Background: an optimization exercise with open tools, aiming at small area and few clock cycles. Do not read the settings as production practice. In this exercise RTL edits were held to simulation tests only and were not proved equivalent to the original.

==> standard.sh <==
#!/bin/bash
# synth_recipe.tcl (not shown) runs the flow's synth.tcl, then flattens the netlist and writes it again
# the make line also repeats each setting of config.mk as NAME=value (left out here)
make -C /OpenROAD-flow-scripts/flow DESIGN_CONFIG=/design/flow/config.mk WORK_HOME=/design/flow/orfs CLKGATE_MAP_FILE= SYNTH_SCRIPT=/design/flow/synth_recipe.tcl "${@:-finish}"
==> config.mk <==
export PLATFORM = sky130hd
export DESIGN_NAME = ALU
export DESIGN_NICKNAME = ALU
export VERILOG_FILES = /design/flow/design.v
export SDC_FILE = /design/flow/constraint.sdc
export NUM_CORES = 4
export LEC_CHECK = 0
export CAP_MARGIN = 20
export CORE_MARGIN = 2
export CORE_UTILIZATION = 40
export CTS_CLUSTER_DIAMETER = 150
export CTS_CLUSTER_SIZE = 30
export SLEW_MARGIN = 20
export SYNTH_HIERARCHICAL = 1
export SYNTH_MINIMUM_KEEP_SIZE = 0
==> flow/run.sh <==
#!/bin/bash
# The standard layout (standard.sh), with one change: the buffers that
# buffer_ports puts on every input and output port are the smallest buffer
# cell instead of the default choice. ORFS's global_place.tcl passes
# BUFFER_PORTS_ARGS to buffer_ports.
set -euo pipefail
export BUFFER_PORTS_ARGS="-buffer_cell sky130_fd_sc_hd__buf_1"
bash standard.sh > standard_run.log 2>&1
==> design.v <==
module ALU(
    clk,
    rst_n,
    valid,
    ready,
    mode,
    in_A,
    in_B,
    out
);
    input         clk, rst_n;
    input         valid;
    input  [1:0]  mode;  
    output        ready;
    input  [31:0] in_A, in_B;
    output [63:0] out;
    localparam K  = 8;               
    localparam CW = 4;               
    localparam NSTEP = 4;
    localparam W = 40;               
    localparam IDLE  = 3'd0;
    localparam MUL   = 3'd1;
    localparam DSRCH = 3'd2;         
    localparam DSTEP = 3'd3;         
    localparam LAA   = 3'd4;         
    reg  [2:0]  state;
    reg  [4:0]  cnt;
    reg         ready_;
    reg  [31:0] X;
    reg  [31:0] H;
    reg  [31:0] L;
    reg  [31:0] X_nx, H_nx, L_nx;
    assign ready = ready_;
    assign out   = {H_nx, L_nx};
    wire idle   = (state == IDLE);
    wire start  = idle && valid && !ready_;
    wire op_mul = (state == MUL);
    wire op_div = (state == DSRCH) || (state == DSTEP);
    wire srch   = idle ? (mode == 2'd1) : (state == DSRCH);
    wire [31:0] Xi = idle ? in_B : ~X;
    wire [31:0] Hi = idle ? in_A : H;
    wire [K-1:0] m = op_mul ? L[K-1:0] : {{(K-1){1'b0}}, 1'b1};
    wire        cin = op_div;
    wire [31:0] pp0 = op_div ? X : ~(X | {32{~m[0]}});
    wire [31:0] pp1 = ~(X | {32{~m[1]}});
    wire [31:0] pp2 = ~(X | {32{~m[2]}});
    wire [31:0] pp3 = ~(X | {32{~m[3]}});
    wire [31:0] pp4 = ~(X | {32{~m[4]}});
    wire [31:0] pp5 = ~(X | {32{~m[5]}});
    wire [31:0] pp6 = ~(X | {32{~m[6]}});
    wire [31:0] pp7 = ~(X | {32{~m[7]}});
    wire fs0, fc0, fs1, fc1, fs2, fc2, fs3, fc3, fs4, fc4, fs5, fc5, fs6, fc6, fs7, fc7, fs8, fc8, fs9, fc9, fs10, fc10, fs11, fc11, fs12, fc12, fs13, fc13, fs14, fc14, fs15, fc15, fs16, fc16, fs17, fc17, fs18, fc18, fs19, fc19, fs20, fc20, fs21, fc21, fs22, fc22, fs23, fc23, fs24, fc24, fs25, fc25, fs26, fc26, fs27, fc27, fs28, fc28, fs29, fc29, fs30, fc30, fs31, fc31, fs32, fc32, fs33, fc33, fs34, fc34, fs35, fc35, fs36, fc36, fs37, fc37, fs38, fc38, fs39, fc39, fs40, fc40, fs41, fc41, fs42, fc42, fs43, fc43, fs44, fc44, fs45, fc45, fs46, fc46, fs47, fc47, fs48, fc48, fs49, fc49, fs50, fc50, fs51, fc51, fs52, fc52, fs53, fc53, fs54, fc54, fs55, fc55, fs56, fc56, fs57, fc57, fs58, fc58, fs59, fc59, fs60, fc60, fs61, fc61, fs62, fc62, fs63, fc63, fs64, fc64, fs65, fc65, fs66, fc66, fs67, fc67, fs68, fc68, fs69, fc69, fs70, fc70, fs71, fc71, fs72, fc72, fs73, fc73, fs74, fc74, fs75, fc75, fs76, fc76, fs77, fc77, fs78, fc78, fs79, fc79, fs80, fc80, fs81, fc81, fs82, fc82, fs83, fc83, fs84, fc84, fs85, fc85, fs86, fc86, fs87, fc87, fs88, fc88, fs89, fc89, fs90, fc90, fs91, fc91, fs92, fc92, fs93, fc93, fs94, fc94, fs95, fc95, fs96, fc96, fs97, fc97, fs98, fc98, fs99, fc99, fs100, fc100, fs101, fc101, fs102, fc102, fs103, fc103, fs104, fc104, fs105, fc105, fs106, fc106, fs107, fc107, fs108, fc108, fs109, fc109, fs110, fc110, fs111, fc111, fs112, fc112, fs113, fc113, fs114, fc114, fs115, fc115, fs116, fc116, fs117, fc117, fs118, fc118, fs119, fc119, fs120, fc120, fs121, fc121, fs122, fc122, fs123, fc123, fs124, fc124, fs125, fc125, fs126, fc126, fs127, fc127, fs128, fc128, fs129, fc129, fs130, fc130, fs131, fc131, fs132, fc132, fs133, fc133, fs134, fc134, fs135, fc135, fs136, fc136, fs137, fc137, fs138, fc138, fs139, fc139, fs140, fc140, fs141, fc141, fs142, fc142, fs143, fc143, fs144, fc144, fs145, fc145, fs146, fc146, fs147, fc147, fs148, fc148, fs149, fc149, fs150, fc150, fs151, fc151, fs152, fc152, fs153, fc153, fs154, fc154, fs155, fc155, fs156, fc156, fs157, fc157, fs158, fc158, fs159, fc159, fs160, fc160, fs161, fc161, fs162, fc162, fs163, fc163, fs164, fc164, fs165, fc165, fs166, fc166, fs167, fc167, fs168, fc168, fs169, fc169, fs170, fc170, fs171, fc171, fs172, fc172, fs173, fc173, fs174, fc174, fs175, fc175, fs176, fc176, fs177, fc177, fs178, fc178, fs179, fc179, fs180, fc180, fs181, fc181, fs182, fc182, fs183, fc183, fs184, fc184, fs185, fc185, fs186, fc186, fs187, fc187, fs188, fc188, fs189, fc189, fs190, fc190, fs191, fc191, fs192, fc192, fs193, fc193, fs194, fc194, fs195, fc195, fs196, fc196, fs197, fc197, fs198, fc198, fs199, fc199, fs200, fc200, fs201, fc201, fs202, fc202, fs203, fc203, fs204, fc204, fs205, fc205, fs206, fc206, fs207, fc207, fs208, fc208, fs209, fc209, fs210, fc210;
    wire hs0, hc0, hs1, hc1, hs2, hc2, hs3, hc3, hs4, hc4, hs5, hc5, hs6, hc6;
    assign hs0 = H[5] ^ pp0[5];
    assign hc0 = H[5] & pp0[5];
    ALU_fa u_fa0 (.a(H[6]), .b(pp0[6]), .c(pp1[5]), .s(fs0), .co(fc0));
    assign hs1 = pp2[4] ^ pp3[3];
    assign hc1 = pp2[4] & pp3[3];
    ALU_fa u_fa1 (.a(H[7]), .b(pp0[7]), .c(pp1[6]), .s(fs1), .co(fc1));
    ALU_fa u_fa2 (.a(pp2[5]), .b(pp3[4]), .c(pp4[3]), .s(fs2), .co(fc2));
    assign hs2 = pp5[2] ^ pp6[1];
    assign hc2 = pp5[2] & pp6[1];
    ALU_fa u_fa3 (.a(H[8]), .b(pp0[8]), .c(pp1[7]), .s(fs3), .co(fc3));
    ALU_fa u_fa4 (.a(pp2[6]), .b(pp3[5]), .c(pp4[4]), .s(fs4), .co(fc4));
    ALU_fa u_fa5 (.a(pp5[3]), .b(pp6[2]), .c(pp7[1]), .s(fs5), .co(fc5));
    ALU_fa u_fa6 (.a(H[9]), .b(pp0[9]), .c(pp1[8]), .s(fs6), .co(fc6));
    ALU_fa u_fa7 (.a(pp2[7]), .b(pp3[6]), .c(pp4[5]), .s(fs7), .co(fc7));
    ALU_fa u_fa8 (.a(pp5[4]), .b(pp6[3]), .c(pp7[2]), .s(fs8), .co(fc8));
    ALU_fa u_fa9 (.a(H[10]), .b(pp0[10]), .c(pp1[9]), .s(fs9), .co(fc9));
    ALU_fa u_fa10 (.a(pp2[8]), .b(pp3[7]), .c(pp4[6]), .s(fs10), .co(fc10));
    ALU_fa u_fa11 (.a(pp5[5]), .b(pp6[4]), .c(pp7[3]), .s(fs11), .co(fc11));
    ALU_fa u_fa12 (.a(H[11]), .b(pp0[11]), .c(pp1[10]), .s(fs12), .co(fc12));
    ALU_fa u_fa13 (.a(pp2[9]), .b(pp3[8]), .c(pp4[7]), .s(fs13), .co(fc13));
    ALU_fa u_fa14 (.a(pp5[6]), .b(pp6[5]), .c(pp7[4]), .s(fs14), .co(fc14));
    ALU_fa u_fa15 (.a(H[12]), .b(pp0[12]), .c(pp1[11]), .s(fs15), .co(fc15));
    ALU_fa u_fa16 (.a(pp2[10]), .b(pp3[9]), .c(pp4[8]), .s(fs16), .co(fc16));
    ALU_fa u_fa17 (.a(pp5[7]), .b(pp6[6]), .c(pp7[5]), .s(fs17), .co(fc17));
    ALU_fa u_fa18 (.a(H[13]), .b(pp0[13]), .c(pp1[12]), .s(fs18), .co(fc18));
    ALU_fa u_fa19 (.a(pp2[11]), .b(pp3[10]), .c(pp4[9]), .s(fs19), .co(fc19));
    ALU_fa u_fa20 (.a(pp5[8]), .b(pp6[7]), .c(pp7[6]), .s(fs20), .co(fc20));
    ALU_fa u_fa21 (.a(H[14]), .b(pp0[14]), .c(pp1[13]), .s(fs21), .co(fc21));
    ALU_fa u_fa22 (.a(pp2[12]), .b(pp3[11]), .c(pp4[10]), .s(fs22), .co(fc22));
    ALU_fa u_fa23 (.a(pp5[9]), .b(pp6[8]), .c(pp7[7]), .s(fs23), .co(fc23));
    ALU_fa u_fa24 (.a(H[15]), .b(pp0[15]), .c(pp1[14]), .s(fs24), .co(fc24));
    ALU_fa u_fa25 (.a(pp2[13]), .b(pp3[12]), .c(pp4[11]), .s(fs25), .co(fc25));
    ALU_fa u_fa26 (.a(pp5[10]), .b(pp6[9]), .c(pp7[8]), .s(fs26), .co(fc26));
    ALU_fa u_fa27 (.a(H[16]), .b(pp0[16]), .c(pp1[15]), .s(fs27), .co(fc27));
    ALU_fa u_fa28 (.a(pp2[14]), .b(pp3[13]), .c(pp4[12]), .s(fs28), .co(fc28));
    ALU_fa u_fa29 (.a(pp5[11]), .b(pp6[10]), .c(pp7[9]), .s(fs29), .co(fc29));
    ALU_fa u_fa30 (.a(H[17]), .b(pp0[17]), .c(pp1[16]), .s(fs30), .co(fc30));
    ALU_fa u_fa31 (.a(pp2[15]), .b(pp3[14]), .c(pp4[13]), .s(fs31), .co(fc31));
    ALU_fa u_fa32 (.a(pp5[12]), .b(pp6[11]), .c(pp7[10]), .s(fs32), .co(fc32));
    ALU_fa u_fa33 (.a(H[18]), .b(pp0[18]), .c(pp1[17]), .s(fs33), .co(fc33));
    ALU_fa u_fa34 (.a(pp2[16]), .b(pp3[15]), .c(pp4[14]), .s(fs34), .co(fc34));
    ALU_fa u_fa35 (.a(pp5[13]), .b(pp6[12]), .c(pp7[11]), .s(fs35), .co(fc35));
    ALU_fa u_fa36 (.a(H[19]), .b(pp0[19]), .c(pp1[18]), .s(fs36), .co(fc36));
    ALU_fa u_fa37 (.a(pp2[17]), .b(pp3[16]), .c(pp4[15]), .s(fs37), .co(fc37));
    ALU_fa u_fa38 (.a(pp5[14]), .b(pp6[13]), .c(pp7[12]), .s(fs38), .co(fc38));
    ALU_fa u_fa39 (.a(H[20]), .b(pp0[20]), .c(pp1[19]), .s(fs39), .co(fc39));
    ALU_fa u_fa40 (.a(pp2[18]), .b(pp3[17]), .c(pp4[16]), .s(fs40), .co(fc40));
    ALU_fa u_fa41 (.a(pp5[15]), .b(pp6[14]), .c(pp7[13]), .s(fs41), .co(fc41));
    ALU_fa u_fa42 (.a(H[21]), .b(pp0[21]), .c(pp1[20]), .s(fs42), .co(fc42));
    ALU_fa u_fa43 (.a(pp2[19]), .b(pp3[18]), .c(pp4[17]), .s(fs43), .co(fc43));
    ALU_fa u_fa44 (.a(pp5[16]), .b(pp6[15]), .c(pp7[14]), .s(fs44), .co(fc44));
    ALU_fa u_fa45 (.a(H[22]), .b(pp0[22]), .c(pp1[21]), .s(fs45), .co(fc45));
    ALU_fa u_fa46 (.a(pp2[20]), .b(pp3[19]), .c(pp4[18]), .s(fs46), .co(fc46));
    ALU_fa u_fa47 (.a(pp5[17]), .b(pp6[16]), .c(pp7[15]), .s(fs47), .co(fc47));
    ALU_fa u_fa48 (.a(H[23]), .b(pp0[23]), .c(pp1[22]), .s(fs48), .co(fc48));
    ALU_fa u_fa49 (.a(pp2[21]), .b(pp3[20]), .c(pp4[19]), .s(fs49), .co(fc49));
    ALU_fa u_fa50 (.a(pp5[18]), .b(pp6[17]), .c(pp7[16]), .s(fs50), .co(fc50));
    ALU_fa u_fa51 (.a(H[24]), .b(pp0[24]), .c(pp1[23]), .s(fs51), .co(fc51));
    ALU_fa u_fa52 (.a(pp2[22]), .b(pp3[21]), .c(pp4[20]), .s(fs52), .co(fc52));
    ALU_fa u_fa53 (.a(pp5[19]), .b(pp6[18]), .c(pp7[17]), .s(fs53), .co(fc53));
    ALU_fa u_fa54 (.a(H[25]), .b(pp0[25]), .c(pp1[24]), .s(fs54), .co(fc54));
    ALU_fa u_fa55 (.a(pp2[23]), .b(pp3[22]), .c(pp4[21]), .s(fs55), .co(fc55));
    ALU_fa u_fa56 (.a(pp5[20]), .b(pp6[19]), .c(pp7[18]), .s(fs56), .co(fc56));
    ALU_fa u_fa57 (.a(H[26]), .b(pp0[26]), .c(pp1[25]), .s(fs57), .co(fc57));
    ALU_fa u_fa58 (.a(pp2[24]), .b(pp3[23]), .c(pp4[22]), .s(fs58), .co(fc58));
    ALU_fa u_fa59 (.a(pp5[21]), .b(pp6[20]), .c(pp7[19]), .s(fs59), .co(fc59));
    ALU_fa u_fa60 (.a(H[27]), .b(pp0[27]), .c(pp1[26]), .s(fs60), .co(fc60));
    ALU_fa u_fa61 (.a(pp2[25]), .b(pp3[24]), .c(pp4[23]), .s(fs61), .co(fc61));
    ALU_fa u_fa62 (.a(pp5[22]), .b(pp6[21]), .c(pp7[20]), .s(fs62), .co(fc62));
    ALU_fa u_fa63 (.a(H[28]), .b(pp0[28]), .c(pp1[27]), .s(fs63), .co(fc63));
    ALU_fa u_fa64 (.a(pp2[26]), .b(pp3[25]), .c(pp4[24]), .s(fs64), .co(fc64));
    ALU_fa u_fa65 (.a(pp5[23]), .b(pp6[22]), .c(pp7[21]), .s(fs65), .co(fc65));
    ALU_fa u_fa66 (.a(H[29]), .b(pp0[29]), .c(pp1[28]), .s(fs66), .co(fc66));
    ALU_fa u_fa67 (.a(pp2[27]), .b(pp3[26]), .c(pp4[25]), .s(fs67), .co(fc67));
    ALU_fa u_fa68 (.a(pp5[24]), .b(pp6[23]), .c(pp7[22]), .s(fs68), .co(fc68));
    ALU_fa u_fa69 (.a(H[30]), .b(pp0[30]), .c(pp1[29]), .s(fs69), .co(fc69));
    ALU_fa u_fa70 (.a(pp2[28]), .b(pp3[27]), .c(pp4[26]), .s(fs70), .co(fc70));
    ALU_fa u_fa71 (.a(pp5[25]), .b(pp6[24]), .c(pp7[23]), .s(fs71), .co(fc71));
    ALU_fa u_fa72 (.a(H[31]), .b(pp0[31]), .c(pp1[30]), .s(fs72), .co(fc72));
    ALU_fa u_fa73 (.a(pp2[29]), .b(pp3[28]), .c(pp4[27]), .s(fs73), .co(fc73));
    ALU_fa u_fa74 (.a(pp5[26]), .b(pp6[25]), .c(pp7[24]), .s(fs74), .co(fc74));
    ALU_fa u_fa75 (.a(pp1[31]), .b(pp2[30]), .c(pp3[29]), .s(fs75), .co(fc75));
    ALU_fa u_fa76 (.a(pp4[28]), .b(pp5[27]), .c(pp6[26]), .s(fs76), .co(fc76));
    ALU_fa u_fa77 (.a(pp2[31]), .b(pp3[30]), .c(pp4[29]), .s(fs77), .co(fc77));
    assign hs3 = H[3] ^ pp0[3];
    assign hc3 = H[3] & pp0[3];
    ALU_fa u_fa78 (.a(H[4]), .b(pp0[4]), .c(pp1[3]), .s(fs78), .co(fc78));
    assign hs4 = pp2[2] ^ pp3[1];
    assign hc4 = pp2[2] & pp3[1];
    ALU_fa u_fa79 (.a(hs0), .b(pp1[4]), .c(pp2[3]), .s(fs79), .co(fc79));
    ALU_fa u_fa80 (.a(pp3[2]), .b(pp4[1]), .c(pp5[0]), .s(fs80), .co(fc80));
    ALU_fa u_fa81 (.a(hc0), .b(fs0), .c(hs1), .s(fs81), .co(fc81));
    ALU_fa u_fa82 (.a(pp4[2]), .b(pp5[1]), .c(pp6[0]), .s(fs82), .co(fc82));
    ALU_fa u_fa83 (.a(fc0), .b(hc1), .c(fs1), .s(fs83), .co(fc83));
    ALU_fa u_fa84 (.a(fs2), .b(hs2), .c(pp7[0]), .s(fs84), .co(fc84));
    ALU_fa u_fa85 (.a(fc1), .b(fc2), .c(hc2), .s(fs85), .co(fc85));
    ALU_fa u_fa86 (.a(fs3), .b(fs4), .c(fs5), .s(fs86), .co(fc86));
    ALU_fa u_fa87 (.a(fc3), .b(fc4), .c(fc5), .s(fs87), .co(fc87));
    ALU_fa u_fa88 (.a(fs6), .b(fs7), .c(fs8), .s(fs88), .co(fc88));
    ALU_fa u_fa89 (.a(fc6), .b(fc7), .c(fc8), .s(fs89), .co(fc89));
    ALU_fa u_fa90 (.a(fs9), .b(fs10), .c(fs11), .s(fs90), .co(fc90));
    ALU_fa u_fa91 (.a(fc9), .b(fc10), .c(fc11), .s(fs91), .co(fc91));
    ALU_fa u_fa92 (.a(fs12), .b(fs13), .c(fs14), .s(fs92), .co(fc92));
    ALU_fa u_fa93 (.a(fc12), .b(fc13), .c(fc14), .s(fs93), .co(fc93));
    ALU_fa u_fa94 (.a(fs15), .b(fs16), .c(fs17), .s(fs94), .co(fc94));
    ALU_fa u_fa95 (.a(fc15), .b(fc16), .c(fc17), .s(fs95), .co(fc95));
    ALU_fa u_fa96 (.a(fs18), .b(fs19), .c(fs20), .s(fs96), .co(fc96));
    ALU_fa u_fa97 (.a(fc18), .b(fc19), .c(fc20), .s(fs97), .co(fc97));
    ALU_fa u_fa98 (.a(fs21), .b(fs22), .c(fs23), .s(fs98), .co(fc98));
    ALU_fa u_fa99 (.a(fc21), .b(fc22), .c(fc23), .s(fs99), .co(fc99));
    ALU_fa u_fa100 (.a(fs24), .b(fs25), .c(fs26), .s(fs100), .co(fc100));
    ALU_fa u_fa101 (.a(fc24), .b(fc25), .c(fc26), .s(fs101), .co(fc101));
    ALU_fa u_fa102 (.a(fs27), .b(fs28), .c(fs29), .s(fs102), .co(fc102));
    ALU_fa u_fa103 (.a(fc27), .b(fc28), .c(fc29), .s(fs103), .co(fc103));
    ALU_fa u_fa104 (.a(fs30), .b(fs31), .c(fs32), .s(fs104), .co(fc104));
    ALU_fa u_fa105 (.a(fc30), .b(fc31), .c(fc32), .s(fs105), .co(fc105));
    ALU_fa u_fa106 (.a(fs33), .b(fs34), .c(fs35), .s(fs106), .co(fc106));
    ALU_fa u_fa107 (.a(fc33), .b(fc34), .c(fc35), .s(fs107), .co(fc107));
    ALU_fa u_fa108 (.a(fs36), .b(fs37), .c(fs38), .s(fs108), .co(fc108));
    ALU_fa u_fa109 (.a(fc36), .b(fc37), .c(fc38), .s(fs109), .co(fc109));
    ALU_fa u_fa110 (.a(fs39), .b(fs40), .c(fs41), .s(fs110), .co(fc110));
    ALU_fa u_fa111 (.a(fc39), .b(fc40), .c(fc41), .s(fs111), .co(fc111));
    ALU_fa u_fa112 (.a(fs42), .b(fs43), .c(fs44), .s(fs112), .co(fc112));
    ALU_fa u_fa113 (.a(fc42), .b(fc43), .c(fc44), .s(fs113), .co(fc113));
    ALU_fa u_fa114 (.a(fs45), .b(fs46), .c(fs47), .s(fs114), .co(fc114));
    ALU_fa u_fa115 (.a(fc45), .b(fc46), .c(fc47), .s(fs115), .co(fc115));
    ALU_fa u_fa116 (.a(fs48), .b(fs49), .c(fs50), .s(fs116), .co(fc116));
    ALU_fa u_fa117 (.a(fc48), .b(fc49), .c(fc50), .s(fs117), .co(fc117));
    ALU_fa u_fa118 (.a(fs51), .b(fs52), .c(fs53), .s(fs118), .co(fc118));
    ALU_fa u_fa119 (.a(fc51), .b(fc52), .c(fc53), .s(fs119), .co(fc119));
    ALU_fa u_fa120 (.a(fs54), .b(fs55), .c(fs56), .s(fs120), .co(fc120));
    ALU_fa u_fa121 (.a(fc54), .b(fc55), .c(fc56), .s(fs121), .co(fc121));
    ALU_fa u_fa122 (.a(fs57), .b(fs58), .c(fs59), .s(fs122), .co(fc122));
    ALU_fa u_fa123 (.a(fc57), .b(fc58), .c(fc59), .s(fs123), .co(fc123));
    ALU_fa u_fa124 (.a(fs60), .b(fs61), .c(fs62), .s(fs124), .co(fc124));
    ALU_fa u_fa125 (.a(fc60), .b(fc61), .c(fc62), .s(fs125), .co(fc125));
    ALU_fa u_fa126 (.a(fs63), .b(fs64), .c(fs65), .s(fs126), .co(fc126));
    ALU_fa u_fa127 (.a(fc63), .b(fc64), .c(fc65), .s(fs127), .co(fc127));
    ALU_fa u_fa128 (.a(fs66), .b(fs67), .c(fs68), .s(fs128), .co(fc128));
    ALU_fa u_fa129 (.a(fc66), .b(fc67), .c(fc68), .s(fs129), .co(fc129));
    ALU_fa u_fa130 (.a(fs69), .b(fs70), .c(fs71), .s(fs130), .co(fc130));
    ALU_fa u_fa131 (.a(fc69), .b(fc70), .c(fc71), .s(fs131), .co(fc131));
    ALU_fa u_fa132 (.a(fs72), .b(fs73), .c(fs74), .s(fs132), .co(fc132));
    ALU_fa u_fa133 (.a(fc72), .b(fc73), .c(fc74), .s(fs133), .co(fc133));
    ALU_fa u_fa134 (.a(fs75), .b(fs76), .c(pp7[25]), .s(fs134), .co(fc134));
    ALU_fa u_fa135 (.a(fc75), .b(fc76), .c(fs77), .s(fs135), .co(fc135));
    ALU_fa u_fa136 (.a(pp5[28]), .b(pp6[27]), .c(pp7[26]), .s(fs136), .co(fc136));
    ALU_fa u_fa137 (.a(fc77), .b(pp3[31]), .c(pp4[30]), .s(fs137), .co(fc137));
    ALU_fa u_fa138 (.a(pp5[29]), .b(pp6[28]), .c(pp7[27]), .s(fs138), .co(fc138));
    ALU_fa u_fa139 (.a(pp4[31]), .b(pp5[30]), .c(pp6[29]), .s(fs139), .co(fc139));
    assign hs5 = H[2] ^ pp0[2];
    assign hc5 = H[2] & pp0[2];
    ALU_fa u_fa140 (.a(hs3), .b(pp1[2]), .c(pp2[1]), .s(fs140), .co(fc140));
    ALU_fa u_fa141 (.a(hc3), .b(fs78), .c(hs4), .s(fs141), .co(fc141));
    ALU_fa u_fa142 (.a(fc78), .b(hc4), .c(fs79), .s(fs142), .co(fc142));
    ALU_fa u_fa143 (.a(fc79), .b(fc80), .c(fs81), .s(fs143), .co(fc143));
    ALU_fa u_fa144 (.a(fc81), .b(fc82), .c(fs83), .s(fs144), .co(fc144));
    ALU_fa u_fa145 (.a(fc83), .b(fc84), .c(fs85), .s(fs145), .co(fc145));
    ALU_fa u_fa146 (.a(fc85), .b(fc86), .c(fs87), .s(fs146), .co(fc146));
    ALU_fa u_fa147 (.a(fc87), .b(fc88), .c(fs89), .s(fs147), .co(fc147));
    ALU_fa u_fa148 (.a(fc89), .b(fc90), .c(fs91), .s(fs148), .co(fc148));
    ALU_fa u_fa149 (.a(fc91), .b(fc92), .c(fs93), .s(fs149), .co(fc149));
    ALU_fa u_fa150 (.a(fc93), .b(fc94), .c(fs95), .s(fs150), .co(fc150));
    ALU_fa u_fa151 (.a(fc95), .b(fc96), .c(fs97), .s(fs151), .co(fc151));
    ALU_fa u_fa152 (.a(fc97), .b(fc98), .c(fs99), .s(fs152), .co(fc152));
    ALU_fa u_fa153 (.a(fc99), .b(fc100), .c(fs101), .s(fs153), .co(fc153));
    ALU_fa u_fa154 (.a(fc101), .b(fc102), .c(fs103), .s(fs154), .co(fc154));
    ALU_fa u_fa155 (.a(fc103), .b(fc104), .c(fs105), .s(fs155), .co(fc155));
    ALU_fa u_fa156 (.a(fc105), .b(fc106), .c(fs107), .s(fs156), .co(fc156));
    ALU_fa u_fa157 (.a(fc107), .b(fc108), .c(fs109), .s(fs157), .co(fc157));
    ALU_fa u_fa158 (.a(fc109), .b(fc110), .c(fs111), .s(fs158), .co(fc158));
    ALU_fa u_fa159 (.a(fc111), .b(fc112), .c(fs113), .s(fs159), .co(fc159));
    ALU_fa u_fa160 (.a(fc113), .b(fc114), .c(fs115), .s(fs160), .co(fc160));
    ALU_fa u_fa161 (.a(fc115), .b(fc116), .c(fs117), .s(fs161), .co(fc161));
    ALU_fa u_fa162 (.a(fc117), .b(fc118), .c(fs119), .s(fs162), .co(fc162));
    ALU_fa u_fa163 (.a(fc119), .b(fc120), .c(fs121), .s(fs163), .co(fc163));
    ALU_fa u_fa164 (.a(fc121), .b(fc122), .c(fs123), .s(fs164), .co(fc164));
    ALU_fa u_fa165 (.a(fc123), .b(fc124), .c(fs125), .s(fs165), .co(fc165));
    ALU_fa u_fa166 (.a(fc125), .b(fc126), .c(fs127), .s(fs166), .co(fc166));
    ALU_fa u_fa167 (.a(fc127), .b(fc128), .c(fs129), .s(fs167), .co(fc167));
    ALU_fa u_fa168 (.a(fc129), .b(fc130), .c(fs131), .s(fs168), .co(fc168));
    ALU_fa u_fa169 (.a(fc131), .b(fc132), .c(fs133), .s(fs169), .co(fc169));
    ALU_fa u_fa170 (.a(fc133), .b(fc134), .c(fs135), .s(fs170), .co(fc170));
    ALU_fa u_fa171 (.a(fc135), .b(fc136), .c(fs137), .s(fs171), .co(fc171));
    ALU_fa u_fa172 (.a(fc137), .b(fc138), .c(fs139), .s(fs172), .co(fc172));
    ALU_fa u_fa173 (.a(fc139), .b(pp5[31]), .c(pp6[30]), .s(fs173), .co(fc173));
    assign hs6 = H[0] ^ pp0[0];
    assign hc6 = H[0] & pp0[0];
    ALU_fa u_fa174 (.a(H[1]), .b(pp0[1]), .c(pp1[0]), .s(fs174), .co(fc174));
    ALU_fa u_fa175 (.a(hs5), .b(pp1[1]), .c(pp2[0]), .s(fs175), .co(fc175));
    ALU_fa u_fa176 (.a(hc5), .b(fs140), .c(pp3[0]), .s(fs176), .co(fc176));
    ALU_fa u_fa177 (.a(fc140), .b(fs141), .c(pp4[0]), .s(fs177), .co(fc177));
    ALU_fa u_fa178 (.a(fc141), .b(fs142), .c(fs80), .s(fs178), .co(fc178));
    ALU_fa u_fa179 (.a(fc142), .b(fs143), .c(fs82), .s(fs179), .co(fc179));
    ALU_fa u_fa180 (.a(fc143), .b(fs144), .c(fs84), .s(fs180), .co(fc180));
    ALU_fa u_fa181 (.a(fc144), .b(fs145), .c(fs86), .s(fs181), .co(fc181));
    ALU_fa u_fa182 (.a(fc145), .b(fs146), .c(fs88), .s(fs182), .co(fc182));
    ALU_fa u_fa183 (.a(fc146), .b(fs147), .c(fs90), .s(fs183), .co(fc183));
    ALU_fa u_fa184 (.a(fc147), .b(fs148), .c(fs92), .s(fs184), .co(fc184));
    ALU_fa u_fa185 (.a(fc148), .b(fs149), .c(fs94), .s(fs185), .co(fc185));
    ALU_fa u_fa186 (.a(fc149), .b(fs150), .c(fs96), .s(fs186), .co(fc186));
    ALU_fa u_fa187 (.a(fc150), .b(fs151), .c(fs98), .s(fs187), .co(fc187));
    ALU_fa u_fa188 (.a(fc151), .b(fs152), .c(fs100), .s(fs188), .co(fc188));
    ALU_fa u_fa189 (.a(fc152), .b(fs153), .c(fs102), .s(fs189), .co(fc189));
    ALU_fa u_fa190 (.a(fc153), .b(fs154), .c(fs104), .s(fs190), .co(fc190));
    ALU_fa u_fa191 (.a(fc154), .b(fs155), .c(fs106), .s(fs191), .co(fc191));
    ALU_fa u_fa192 (.a(fc155), .b(fs156), .c(fs108), .s(fs192), .co(fc192));
    ALU_fa u_fa193 (.a(fc156), .b(fs157), .c(fs110), .s(fs193), .co(fc193));
    ALU_fa u_fa194 (.a(fc157), .b(fs158), .c(fs112), .s(fs194), .co(fc194));
    ALU_fa u_fa195 (.a(fc158), .b(fs159), .c(fs114), .s(fs195), .co(fc195));
    ALU_fa u_fa196 (.a(fc159), .b(fs160), .c(fs116), .s(fs196), .co(fc196));
    ALU_fa u_fa197 (.a(fc160), .b(fs161), .c(fs118), .s(fs197), .co(fc197));
    ALU_fa u_fa198 (.a(fc161), .b(fs162), .c(fs120), .s(fs198), .co(fc198));
    ALU_fa u_fa199 (.a(fc162), .b(fs163), .c(fs122), .s(fs199), .co(fc199));
    ALU_fa u_fa200 (.a(fc163), .b(fs164), .c(fs124), .s(fs200), .co(fc200));
    ALU_fa u_fa201 (.a(fc164), .b(fs165), .c(fs126), .s(fs201), .co(fc201));
    ALU_fa u_fa202 (.a(fc165), .b(fs166), .c(fs128), .s(fs202), .co(fc202));
    ALU_fa u_fa203 (.a(fc166), .b(fs167), .c(fs130), .s(fs203), .co(fc203));
    ALU_fa u_fa204 (.a(fc167), .b(fs168), .c(fs132), .s(fs204), .co(fc204));
    ALU_fa u_fa205 (.a(fc168), .b(fs169), .c(fs134), .s(fs205), .co(fc205));
    ALU_fa u_fa206 (.a(fc169), .b(fs170), .c(fs136), .s(fs206), .co(fc206));
    ALU_fa u_fa207 (.a(fc170), .b(fs171), .c(fs138), .s(fs207), .co(fc207));
    ALU_fa u_fa208 (.a(fc171), .b(fs172), .c(pp7[28]), .s(fs208), .co(fc208));
    ALU_fa u_fa209 (.a(fc172), .b(fs173), .c(pp7[29]), .s(fs209), .co(fc209));
    ALU_fa u_fa210 (.a(fc173), .b(pp6[31]), .c(pp7[30]), .s(fs210), .co(fc210));
    wire [W-1:0] ra = {1'b0, fc210, fc209, fc208, fc207, fc206, fc205, fc204, fc203, fc202, fc201, fc200, fc199, fc198, fc197, fc196, fc195, fc194, fc193, fc192, fc191, fc190, fc189, fc188, fc187, fc186, fc185, fc184, fc183, fc182, fc181, fc180, fc179, fc178, fc177, fc176, fc175, fc174, hc6, hs6};
    wire [W-1:0] rb = {1'b0, pp7[31], fs210, fs209, fs208, fs207, fs206, fs205, fs204, fs203, fs202, fs201, fs200, fs199, fs198, fs197, fs196, fs195, fs194, fs193, fs192, fs191, fs190, fs189, fs188, fs187, fs186, fs185, fs184, fs183, fs182, fs181, fs180, fs179, fs178, fs177, fs176, fs175, fs174, cin};
    reg [W-1:0] G, P;
    integer i, d;
    always @(*) begin
        G = ra & rb;
        P = ra ^ rb;
        for (d = 1; d < W; d = d * 2)
            for (i = 2*d-1; i < W; i = i + 2*d) begin
                G[i] = G[i] | (P[i] & G[i-d]);
                P[i] = P[i] & P[i-d];
            end
        for (d = 64; d >= 1; d = d / 2)
            for (i = 3*d-1; i < W; i = i + 2*d) begin
                G[i] = G[i] | (P[i] & G[i-d]);
                P[i] = P[i] & P[i-d];
            end
    end
    wire [W-1:0] P0 = ra ^ rb;
    wire [W-1:0] S;
    assign S[0] = P0[0];
    genvar gs;
    generate
        for (gs = 1; gs < W; gs = gs + 1) begin: sx
            ALU_xor2 u_x (.a(P0[gs]), .b(G[gs-1]), .y(S[gs]));
        end
    endgenerate
    wire c1 = S[32];                                    
    wire c2 = srch && !Xi[31] && (cnt != 5'd31) &&
              (Hi[31:32-CW] >= Xi[30:31-CW]);
    always @(*) begin
        if (idle) begin
            X_nx = c2 ? ~(in_B << 1) : ~((mode == 2'd2) ? (in_A & in_B) : in_B);
            H_nx = (mode == 2'd0) ? 32'd0 : (mode == 2'd2) ? (in_A & in_B) : in_A;
            L_nx = in_A & {32{mode == 2'd0}};
        end else if (op_mul) begin
            X_nx = X;
            H_nx = S[31+K:K];
            L_nx = {S[K-1:0], L[31:K]};
        end else if (op_div) begin
            if (c2) begin
                X_nx = {X[30:0], 1'b1};      
                H_nx = H;
            end else begin
                X_nx = {1'b1, X[31:1]};      
                H_nx = c1 ? S[31:0] : H;
            end
            L_nx = {L[30:0], c1 & !c2};
        end else begin  
            X_nx = X;
            H_nx = 32'd0;
            L_nx = S[32:1];
        end
    end
    always @(posedge clk) begin
        X <= X_nx;
        H <= H_nx;
        L <= L_nx;
    end
    always @(posedge clk or negedge rst_n) begin
        if (!rst_n) begin
            state  <= IDLE;
            cnt    <= 5'd0;
            ready_ <= 1'b0;
        end else begin
            ready_ <= 1'b0;
            case (state)
                IDLE: begin
                    if (start) begin
                        case (mode)
                            2'd0: state <= MUL;
                            2'd1: begin
                                if (c2) begin
                                    cnt   <= 5'd1;
                                    state <= DSRCH;
                                end else begin
                                    state  <= DSTEP;
                                    ready_ <= 1'b1;
                                end
                            end
                            default: begin   
                                state  <= LAA;
                                ready_ <= 1'b1;
                            end
                        endcase
                    end
                end
                MUL: begin
                    cnt <= cnt + 5'd1;
                    if (cnt == NSTEP - 2) ready_ <= 1'b1;
                    if (ready_) begin
                        cnt   <= 5'd0;
                        state <= IDLE;
                    end
                end
                DSRCH, DSTEP: begin
                    if (c2) cnt <= cnt + 5'd1;
                    else begin
                        cnt   <= cnt - 5'd1;
                        state <= DSTEP;
                        if (cnt == 5'd1) ready_ <= 1'b1;
                        if (cnt == 5'd0) begin
                            cnt   <= 5'd0;
                            state <= IDLE;
                        end
                    end
                end
                default: state <= IDLE;
            endcase
        end
    end
endmodule
module ALU_fa(a, b, c, s, co);
    input  a, b, c;
    output s, co;
    assign s  = a ^ b ^ c;
    assign co = (a & b) | (a & c) | (b & c);
endmodule
module ALU_xor2(a, b, y);
    input  a, b;
    output y;
    assign y = a ^ b;
endmodule
==> constraint.sdc <==
create_clock -name core_clock -period 10.0 [get_ports {clk}]
set_input_delay 2.0000 -clock core_clock [delete_from_list [all_inputs] [get_ports {clk}]]
set_output_delay 2.0000 -clock core_clock [all_outputs]
set_load 0.01 [all_outputs]
==> flow_summary.ini, run 1 <==
[route]
wl_per_cell_um = 24.1
drtPass1Iterations = 5
route.met2.wl_mm = 20.5
routedLengthMet1_mm = 18.7
met3WireLength_mm = 4.58
via_count = 11453
drc = 0
highest-signal-layer = met4
routed_wl_mm = 45.9
viasPerCell = 6.01
drtIter0Drc = 1202
ant_nets = 0

[sta]
post-route-period-util_pct = 95.1
whs_ns = 0.560
grt_setup_unrepaired = false
post-route-worst-setup-slack_ns = 0.492
hold_viol_final = 0
max-slew-margin-rel_pct = 27.9
fmax_mhz = 105
min_period_ns = 9.51
slew_viol_final = 0
setup_tns_ns = 0
worst_pin_slew_ns = 1.08
fin_skew_ns = 0.0203
setup-violations-final = 0

[synthesis]
ys_types = 60
synth_seq_cells = 105
ys.flop_type = dfxtp_1
async_reset_ff_share_pct = 8.57
synthesis.nets = 1744
synthXorXnorAreaFrac_pct = 2.61
synthMuxAreaShare_pct = 4.51
synthSimpleGateAreaFrac_pct = 14.4
synth.cell_area_um2 = 13100
yosysWarnings = 7
synth.largest_area_cell = fa_1
synth.area.top_cells = fa_1, dfxtp_1, nor2_1
ys_seq_area_share_pct = 18.9
synth_top_area_share_pct = 32.3
synth-compound-area-share_pct = 18.1
synth_edf_count = 32
synth_top_family_by_area = adder cells
synthAdderAreaFrac_pct = 37.5
avgSynthCellArea_um2 = 9.29
synthCells = 1409

[worst_setup_path]
arrival_ns = 7.51
crit_path_frequent_cell = fa_1
r2r_end = H[27]$_DFF_P_
r2r_setup_slack_ns = 2.95
cp.depth = 22
critical_path.max_fanout = 34
startpoint = state[2]$_DFFE_PN0P_
worstSetupPathType = flop to primary output
cp_cell_sequence = nand2b_4, clkinv_1, buf_4, nand2_1, o21ai_0, fa_1, fa_1, fa_1, fa_1, ha_1, a21oi_1, o21ai_0, a22oi_1, nand4b_1, a21o_1, a41oi_1, a21oi_1, a21o_1, xor2_1, mux2i_1, o221ai_1, buf_1
crit_end = out[55]
path_delay_family = adder cells
critPathLaunchType = flop
required_ns = 8.00
worst_setup_path_end_kind = primary output
cp_slowest_cell = dfrtp_2
path_buf_inv = 3
r2r_cells = 21
regToRegStartpoint = state[2]$_DFFE_PN0P_
max_stage_delay_ns = 0.78

[die]
core_area_um2 = 32400
pin_count = 134
start_util_pct = 40.4
placementRows = 66
fp.dieH_um = 185
dieArea_um2 = 34200
die_width_um = 185

[finish]
drive_above_1_share_pct = 4.10
area_growth_pct = 8.24
antenna_cells = 0
final_area_um2 = 14200
fillers = 3252
fin_util_pct = 43.8
finalNetCount = 1793

[global_routing]
track_usage_pct = 27.7
grt_pass1_vias = 11594
grt_remaining_overflow = 0
grt_max_degree = 73
grt_pass1_wl_mm = 70.1
antenna_found_initial = 0

[placed_design]
hpwl_mm = 34.6
pre_cts_ws_ns = 0.698
io_buffers = 133
dpl-instance-area_um2 = 13900
gp_congestion = 0.932

[cts]
cts_setup_buffers = 0
cts_buffers = 9
clock-sinks = 105
cts_tree = done
clock_latency_ns = 0.38
clockBufferDepth = 2
clkTransAtPathRegs_ns = 0.08
cts_hold_buf = 0
cts_root_buf = clkbuf_16
cts_repair_resize_count = 0
htree_levels = 3

[worst_hold_path]
hold_path.class = flop to flop

[run]
maxCapViolCount = 0

[run_status]
status = no timing/DRC/antenna violations
==> per-module statistics from Yosys, one instance, submodules excluded <==
| module | area [um^2] | flops+latches | cells | copies in the design |
|---|---|---|---|---|
| ALU | 8520 | 105 | 1159 | 1 |
| ALU_fa | 20.0 | 0 | 1 | 211 |
| ALU_xor2 | 8.76 | 0 | 1 | 39 |
==> stage by stage <==
| step | instances |
|---|---|
| final | 1905 |
| after global routing | 1905 |
| after CTS | 1905 |
| after detailed placement | 1889 |
| after global placement | 1889 |
| after floorplan | 1409 |
==> state kept, by name, summed over array words and instances (netlist names) <==
signal / cells
X: 32
state: 3
ready_: 1
H: 32
L: 32
cnt: 5
==> synthesized netlist by cell type, types with 4 or more instances <==
cell type  count
dfrtp_1        9
mux2i_1       59
a21oi_1       21
ha_1          55
a31oi_1        4
edfxtp_1      32
nor3_1         9
buf_2         13
nor2_1       276
dfxtp_1       64
fa_1         211
o211ai_1      32
a22oi_1       33
inv_1          7
buf_1          4
xor2_1        39
o21ai_1       35
nand4_1        5
clkbuf_1     100
o21ai_0      100
nor2b_1        4
nand2_1      129
a221o_1       32
nand3_1       16
a21o_1        29
o221ai_1      31
nand2b_1       8
==> cells by family after synthesis <==
kind of cell               Yosys count
AOI/OAI and AO/OA                  347
xor gates and xnor gates            39
adders and majority gates          266
buffers and inverters              129
DFF                                105
muxes                               59
other                                1
and+or+nand+nor                    463
==> routing by layer <==
metal	up-vias	GRT usage, %
met4	0	12.8
met3	108	6.25
met2	673	42.1
li1	4995	-
met1	5677	37.5
met5	-	0
==> cell usage in the layout (no fill, tap or decap), types with 7 or more instances in the layout <==
cell	Yosys	routed
a21o_1	29	29
a21oi_1	21	21
a221o_1	32	32
a22oi_1	33	33
buf_1	4	133
buf_4	0	24
clkbuf_16	0	9
dfrtp_1	9	8
dfxtp_1	64	64
edfxtp_1	32	32
fa_1	211	211
ha_1	55	55
inv_1	7	7
mux2i_1	59	59
nand2_1	129	126
nand2b_1	8	7
nand3_1	16	16
nor2_1	276	276
nor3_1	9	8
o211ai_1	32	32
o21ai_0	100	100
o21ai_1	35	33
o221ai_1	31	31
xor2_1	39	39
==> worst min path at each step <==
stage / slack (ns) / depth (start not counted) / end / start
6_report: 0.56 / 1 / ready_$_DFF_PN0_ / cnt[4]$_DFFE_PN0P_
5_1_grt: 0.59 / 1 / ready_$_DFF_PN0_ / cnt[4]$_DFFE_PN0P_
4_1_cts: 0.55 / 1 / ready_$_DFF_PN0_ / cnt[4]$_DFFE_PN0P_
3_5_place_dp: 0.54 / 1 / ready_$_DFF_PN0_ / cnt[4]$_DFFE_PN0P_
3_3_place_gp: 0.55 / 1 / ready_$_DFF_PN0_ / cnt[4]$_DFFE_PN0P_
2_1_floorplan: 0.48 / 1 / ready_$_DFF_PN0_ / cnt[4]$_DFFE_PN0P_
==> final cells by class <==
type	instances	area (um^2)	area share [%]
Clock buffer	10	229	1.62
Clock inverter	6	41.3	0.292
Tap cell	442	553	3.90
Inverter	9	33.8	0.239
Sequential cell	105	2470	17.4
Timing Repair Buffer	158	699	4.94
Multi-Input combinational cell	1175	10100	71.6
Testbench counts, summed over its fixed seeds: cycles 5,537.
==> run 2, diff against run 1 <==
--- a/config.mk
+++ b/config.mk
@@ -8,8 +8,6 @@
 export CAP_MARGIN = 20
 export CORE_MARGIN = 2
 export CORE_UTILIZATION = 40
-export CTS_CLUSTER_DIAMETER = 150
-export CTS_CLUSTER_SIZE = 30
 export SLEW_MARGIN = 20
 export SYNTH_HIERARCHICAL = 1
 export SYNTH_MINIMUM_KEEP_SIZE = 0
==> flow_summary.ini, run 2 <==
[run_status]
status = no timing/DRC/antenna violations

[sta]
fmax_mhz = 105
post-route-period-util_pct = 95.1
max-slew-margin-rel_pct = 27.9
min_period_ns = 9.51
slew_viol_final = 0
grt_setup_unrepaired = false
setup-violations-final = 0
fin_skew_ns = 0.0203
setup_tns_ns = 0
worst_pin_slew_ns = 1.08
hold_viol_final = 0

[synthesis]
synth_top_area_share_pct = 32.3
synth.largest_area_cell = fa_1
ys.flop_type = dfxtp_1
ys_types = 60
synthCells = 1409
synthesis.nets = 1744
avgSynthCellArea_um2 = 9.29
synth_edf_count = 32
synth_seq_cells = 105
yosysMostFrequentCell = nor2_1
synthTopCellsByCount = nor2_1, fa_1, nand2_1, clkbuf_1, o21ai_0
async_reset_ff_share_pct = 8.57
ys_seq_area_share_pct = 18.9
yosysWarnings = 7
synth.area.top_cells = fa_1, dfxtp_1, nor2_1
synth.cell_area_um2 = 13100

[cts]
cts_buffers = 9
cts_tree = done
clockBufferDepth = 2
clkTransAtPathRegs_ns = 0.08
cts_root_buf = clkbuf_16
clock-sinks = 105
clock_latency_ns = 0.38
htree_levels = 3
cts_hold_buf = 0

[route]
ant_nets = 0
drtIter0Drc = 1202
wl_per_cell_um = 24.1
viasPerCell = 6.01
drtPass1Iterations = 5
routed_wl_mm = 45.9
drc = 0
via_count = 11453

[finish]
finalNetCount = 1793
mostFrequentLayoutCell = nor2_1
antenna_cells = 0
final_area_um2 = 14200
top_regs = H: 32 flops, L: 32 flops, X: 32 flops
drive_above_1_share_pct = 4.10
area_growth_pct = 8.24
final_cell_mix = nor2_1, fa_1, buf_1, nand2_1, o21ai_0

[global_routing]
antenna_found_initial = 0
track_usage_pct = 27.7
grt_pass1_vias = 11594
grt_max_degree = 73
grt_pass1_wl_mm = 70.1
grt_remaining_overflow = 0

[die]
dieArea_um2 = 34200
core_area_um2 = 32400
placementRows = 66
start_util_pct = 40.4
fp.dieH_um = 185
pin_count = 134
die_width_um = 185

[placed_design]
hpwl_mm = 34.6
dpl-instance-area_um2 = 13900
gp_congestion = 0.932
io_buffers = 133

[worst_setup_path]
critPathLaunchType = flop
cp_cell_sequence = nand2b_4, clkinv_1, buf_4, nand2_1, o21ai_0, fa_1, fa_1, fa_1, fa_1, ha_1, a21oi_1, o21ai_0, a22oi_1, nand4b_1, a21o_1, a41oi_1, a21oi_1, a21o_1, xor2_1, mux2i_1, o221ai_1, buf_1
r2r_cells = 21
worstSetupPathType = flop to primary output
crit_path_frequent_cell = fa_1
r2r_setup_slack_ns = 2.95
max_stage_delay_ns = 0.78
worst_setup_path_end_kind = primary output
r2r_end = H[27]$_DFF_P_
required_ns = 8.00
critical_path.max_fanout = 34
arrival_ns = 7.51
regToRegStartpoint = state[2]$_DFFE_PN0P_
cp_slowest_cell = dfrtp_2

[worst_hold_path]
holdPathStages = 1
hold_path.class = flop to flop
min_to = ready_$_DFF_PN0_
min-delay-start = cnt[4]$_DFFE_PN0P_

[run]
maxCapViolCount = 0
## run 2: what timing repair did
action                     in CTS  in global routing
setup endpoints to repair       0                 21
buffers inserted                0                  0
gates resized for setup         0                  3
## run 2: critical path: cells and delay by family, from the launching register on
family / cells / cell delay (ns)
AND/OR/NAND/NOR: 3 / 0.82
adder cells (fa/ha/maj): 5 / 2.36
AO/OA/AOI/OAI: 9 / 1.92
multiplexers: 1 / 0.16
buffers and inverters: 3 / 0.61
flip-flops: 1 / 0.78
XOR/XNOR: 1 / 0.50
## run 2: worst max-delay path by stage
stage	from	endpoint	slack [ns]	depth (start not counted)
after CTS	state[2]$_DFFE_PN0P_	out[59]	0.26	22
after global placement	state[2]$_DFFE_PN0P_	out[59]	0.76	22
after global routing	state[0]$_DFFE_PN0P_	out[55]	0.008	22
after detailed placement	state[2]$_DFFE_PN0P_	out[59]	0.70	21
final	state[2]$_DFFE_PN0P_	out[55]	0.49	22
after floorplan	state[2]$_DFFE_PN0P_	out[59]	2.09	23
## run 2: logic make-up (layout without fill, tap and decap cells)
kind of cell	Yosys count	after routing	synth area share, %
xor+xnor	39	39	2.61
compound gates	347	347	18.1
flops	105	105	18.9
buf+inv	129	183	4.00
mux	59	59	4.51
simple gates	463	463	14.4
fa+ha+maj	266	266	37.5
other cells	1	1	0.0287
## run 2: final cells by class
cell class | instances | area [um^2]
Clock inverter | 6 | 41.3
Fill cell | 3252 | 18200
Multi-Input combinational cell | 1175 | 10100
Tap cell | 442 | 553
Timing Repair Buffer | 158 | 699
Clock buffer | 10 | 229
Sequential cell | 105 | 2470
Inverter | 9 | 33.8
## run 2: modules after synthesis, one instance, submodules excluded
module    times used  cells  flip-flops and latches  cell area (um^2)
ALU                1   1159                     105              8520
ALU_fa           211      1                       0              20.0
ALU_xor2          39      1                       0              8.76
## run 2: metrics by stage
stage | setup WS, ns | hold WS, ns | std cells | utilization [%]
floorplan | 2.09 | 0.480 | 1409 | -
global placement | 0.758 | 0.550 | 1889 | 42.9
detailed placement | 0.698 | 0.536 | 1889 | 42.9
CTS | 0.257 | 0.555 | 1905 | 43.7
global route | 0.00774 | 0.589 | 1905 | 43.8
finish | 0.492 | 0.560 | 1905 | 43.8
## run 2: metal layers
layer	GRT usage [%]	up-vias	part of all wire [%]
met5	0	-	0
met4	12.8	0	4.7
met3	6.25	108	10
met2	42.1	673	45
met1	37.5	5677	41
li1	-	4995	-
==> run 3, diff against run 2 <==
--- a/config.mk
+++ b/config.mk
@@ -8,6 +8,7 @@
 export CAP_MARGIN = 20
 export CORE_MARGIN = 2
 export CORE_UTILIZATION = 40
+export CTS_BUF_LIST = sky130_fd_sc_hd__clkbuf_8 sky130_fd_sc_hd__clkbuf_16
 export SLEW_MARGIN = 20
 export SYNTH_HIERARCHICAL = 1
 export SYNTH_MINIMUM_KEEP_SIZE = 0
==> flow_summary.ini, run 3 <==
[run_status]
status = no timing/DRC/antenna violations

[synthesis]
avgSynthCellArea_um2 = 9.29
synthTopCellsByCount = nor2_1, fa_1, nand2_1, clkbuf_1, o21ai_0
synthAdderAreaFrac_pct = 37.5
synth_top_family_by_area = adder cells
ys_seq_area_share_pct = 18.9
synth_seq_cells = 105
synth-compound-area-share_pct = 18.1
synthMuxAreaShare_pct = 4.51
yosysWarnings = 7
ys_types = 60
async_reset_ff_share_pct = 8.57
synthXorXnorAreaFrac_pct = 2.61
synthSimpleGateAreaFrac_pct = 14.4
synth_top_area_share_pct = 32.3
synth.cell_area_um2 = 13100
synthesis.nets = 1744
yosysMostFrequentCell = nor2_1
synth_edf_count = 32
synth.area.top_cells = fa_1, dfxtp_1, nor2_1
synthCells = 1409
synth.largest_area_cell = fa_1
ys.flop_type = dfxtp_1

[die]
start_util_pct = 40.4
die_width_um = 185
dieArea_um2 = 34200
pin_count = 134
core_area_um2 = 32400
fp.dieH_um = 185
placementRows = 66

[global_routing]
met2_usage_pct = 42.1
grt_pass1_wl_mm = 70.1
globalRouteMet3Util_pct = 6.25
met1_usage_pct = 37.5
grt_pass1_vias = 11594
grt_remaining_overflow = 0
track_usage_pct = 27.7
antenna_found_initial = 0
top_usage_layer = met2
grt_max_degree = 73

[worst_setup_path]
arrival_ns = 7.51
critical_path.max_fanout = 34
worstSetupPathType = flop to primary output
required_ns = 8.00
worst_setup_path_end_kind = primary output
critPathLaunchType = flop

[cts]
clock-sinks = 105
cts_setup_buffers = 0
cts_root_buf = clkbuf_16
cts_hold_buf = 0
cts_buffers = 9
clock_latency_ns = 0.38
clockBufferDepth = 2
cts_tree = done
clkTransAtPathRegs_ns = 0.08
cts_repair_resize_count = 0
htree_levels = 3

[finish]
mostFrequentLayoutCell = nor2_1
drive_above_1_share_pct = 4.10
finalNetCount = 1793
fillers = 3252
antenna_cells = 0
fin_util_pct = 43.8
layout.cells.non_filler = 1905
top_regs = H: 32 flops, L: 32 flops, X: 32 flops
final_cell_mix = nor2_1, fa_1, buf_1, nand2_1, o21ai_0
area_growth_pct = 8.24

[sta]
fin_skew_ns = 0.0200
setup-violations-final = 0
fmax_mhz = 105
post-route-period-util_pct = 95.1
whs_ns = 0.561
setup_tns_ns = 0
max-slew-margin-rel_pct = 27.1
slew_viol_final = 0
grt_setup_unrepaired = false
hold_viol_final = 0
min_period_ns = 9.51
worst_pin_slew_ns = 1.09

[route]
viasPerCell = 6.04
ant_nets = 0
routed_wl_mm = 45.9
drc = 0
via_count = 11498
drtIter0Drc = 1194
wl_per_cell_um = 24.1
drtPass1Iterations = 8

[placed_design]
gp_congestion = 0.932
io_buffers = 133
place_inst = 1889
hpwl_mm = 34.6

[worst_hold_path]
hold_path.class = flop to flop

[run]
maxCapViolCount = 0
run 3: changes by cell type in the layout (fill, tap and decap cells not counted), sizes merged:
cell | previous run | this run
clkbuf | 10 | 9
inv | 11 | 12
run 3: final cells by class:
| class | count | area, um^2 | share of cell area, % |
|---|---|---|---|
| Clock inverter | 7 | 45.0 | 0.318 |
| Inverter | 9 | 33.8 | 0.239 |
| Sequential cell | 105 | 2470 | 17.4 |
| Tap cell | 442 | 553 | 3.90 |
| Multi-Input combinational cell | 1175 | 10100 | 71.6 |
| Timing Repair Buffer | 158 | 699 | 4.94 |
| Clock buffer | 9 | 225 | 1.59 |
run 3: layer usage:
layer,share of wire (%),vias up,wire length [um]
li1,-,4993,-
met1,41,5695,18700
met2,44,697,20400
met3,10,113,4580
met4,4.8,0,2220
met5,0,-,0
run 3: final timing paths:
check | startpoint | end | slack (ns) | depth (start not counted)
max in group asynchronous | rst_n | state[2]$_DFFE_PN0P_ | 8.01 | 1
min reg2reg | cnt[4]$_DFFE_PN0P_ | ready_$_DFF_PN0_ | 0.56 | 1
min | cnt[4]$_DFFE_PN0P_ | ready_$_DFF_PN0_ | 0.56 | 1
max reg2reg | state[2]$_DFFE_PN0P_ | H[27]$_DFF_P_ | 2.94 | 21
min in group asynchronous | rst_n | ready_$_DFF_PN0_ | 1.58 | 1
max | state[2]$_DFFE_PN0P_ | out[59] | 0.49 | 22
run 3: cell families (layout without fill, tap and decap cells):
group,Yosys count,after routing
other,1,1
muxes,59,59
buffers and inverters,129,183
AOI/OAI and AO/OA,347,347
and+or+nand+nor,463,463
adders and majority gates,266,266
DFF,105,105
xor gates and xnor gates,39,39
run 3: metrics by stage:
| stage | area (um^2) | setup slack, ns |
|---|---|---|
| 2_1_floorplan | 13100 | 2.09 |
| 3_3_place_gp | 13900 | 0.758 |
| 3_5_place_dp | 13900 | 0.698 |
| 4_1_cts | 14200 | 0.257 |
| 5_1_grt | 14200 | 0.00774 |
| 6_report | 14200 | 0.494 |
run 3: critical path, stage by stage, from the launching register on:
cell and delay (ns):
dfrtp_2 0.78, nand2b_4 0.51, clkinv_1 0.15, buf_4 0.25
nand2_1 0.09, o21ai_0 0.16, fa_1 0.61, fa_1 0.44
fa_1 0.53, fa_1 0.44, ha_1 0.34, a21oi_1 0.15
o21ai_0 0.18, a22oi_1 0.24, nand3_1 0.20, a211o_1 0.35
a21o_1 0.21, a21o_1 0.20, a21o_1 0.18, xor2_1 0.46
mux2i_1 0.15, o221ai_1 0.34, buf_1 0.19
run 3: Yosys stat by module (local to each module, per instance):
module | cells inside | area [um^2] | times used | flops+latches
ALU | 1159 | 8520 | 1 | 105
ALU_fa | 1 | 20.0 | 211 | 0
ALU_xor2 | 1 | 8.76 | 39 | 0

[what the ideal ports hide]
How much do the figures lean on ideal ports? The routed layouts below were timed once more, with nothing changed but the port constraints. Step 1, drivers: a clkbuf_16 drives clk and a buf_2 each remaining input, both assumed. Step 2, shift: input delay + t, output delay - t, t = (earliest + latest rising clock arrival at the registers) / 2. This alone moves slack from input paths to output paths. Slacks: ideal ports / drivers / drivers and shift; pairs: ideal ports / drivers.
run	shift t [ns]	setup slack, ns	latest minus earliest clock arrival (ns)	cell pins on the clock port's net
run 1	0.417	0.492 / 0.444 / 0.862	0.021 / 0.021	1
run 2	0.417	0.492 / 0.444 / 0.862	0.021 / 0.021	1
run 3	0.419	0.494 / 0.446 / 0.866	0.021 / 0.021	1
After both steps every run listed still meets setup and hold.
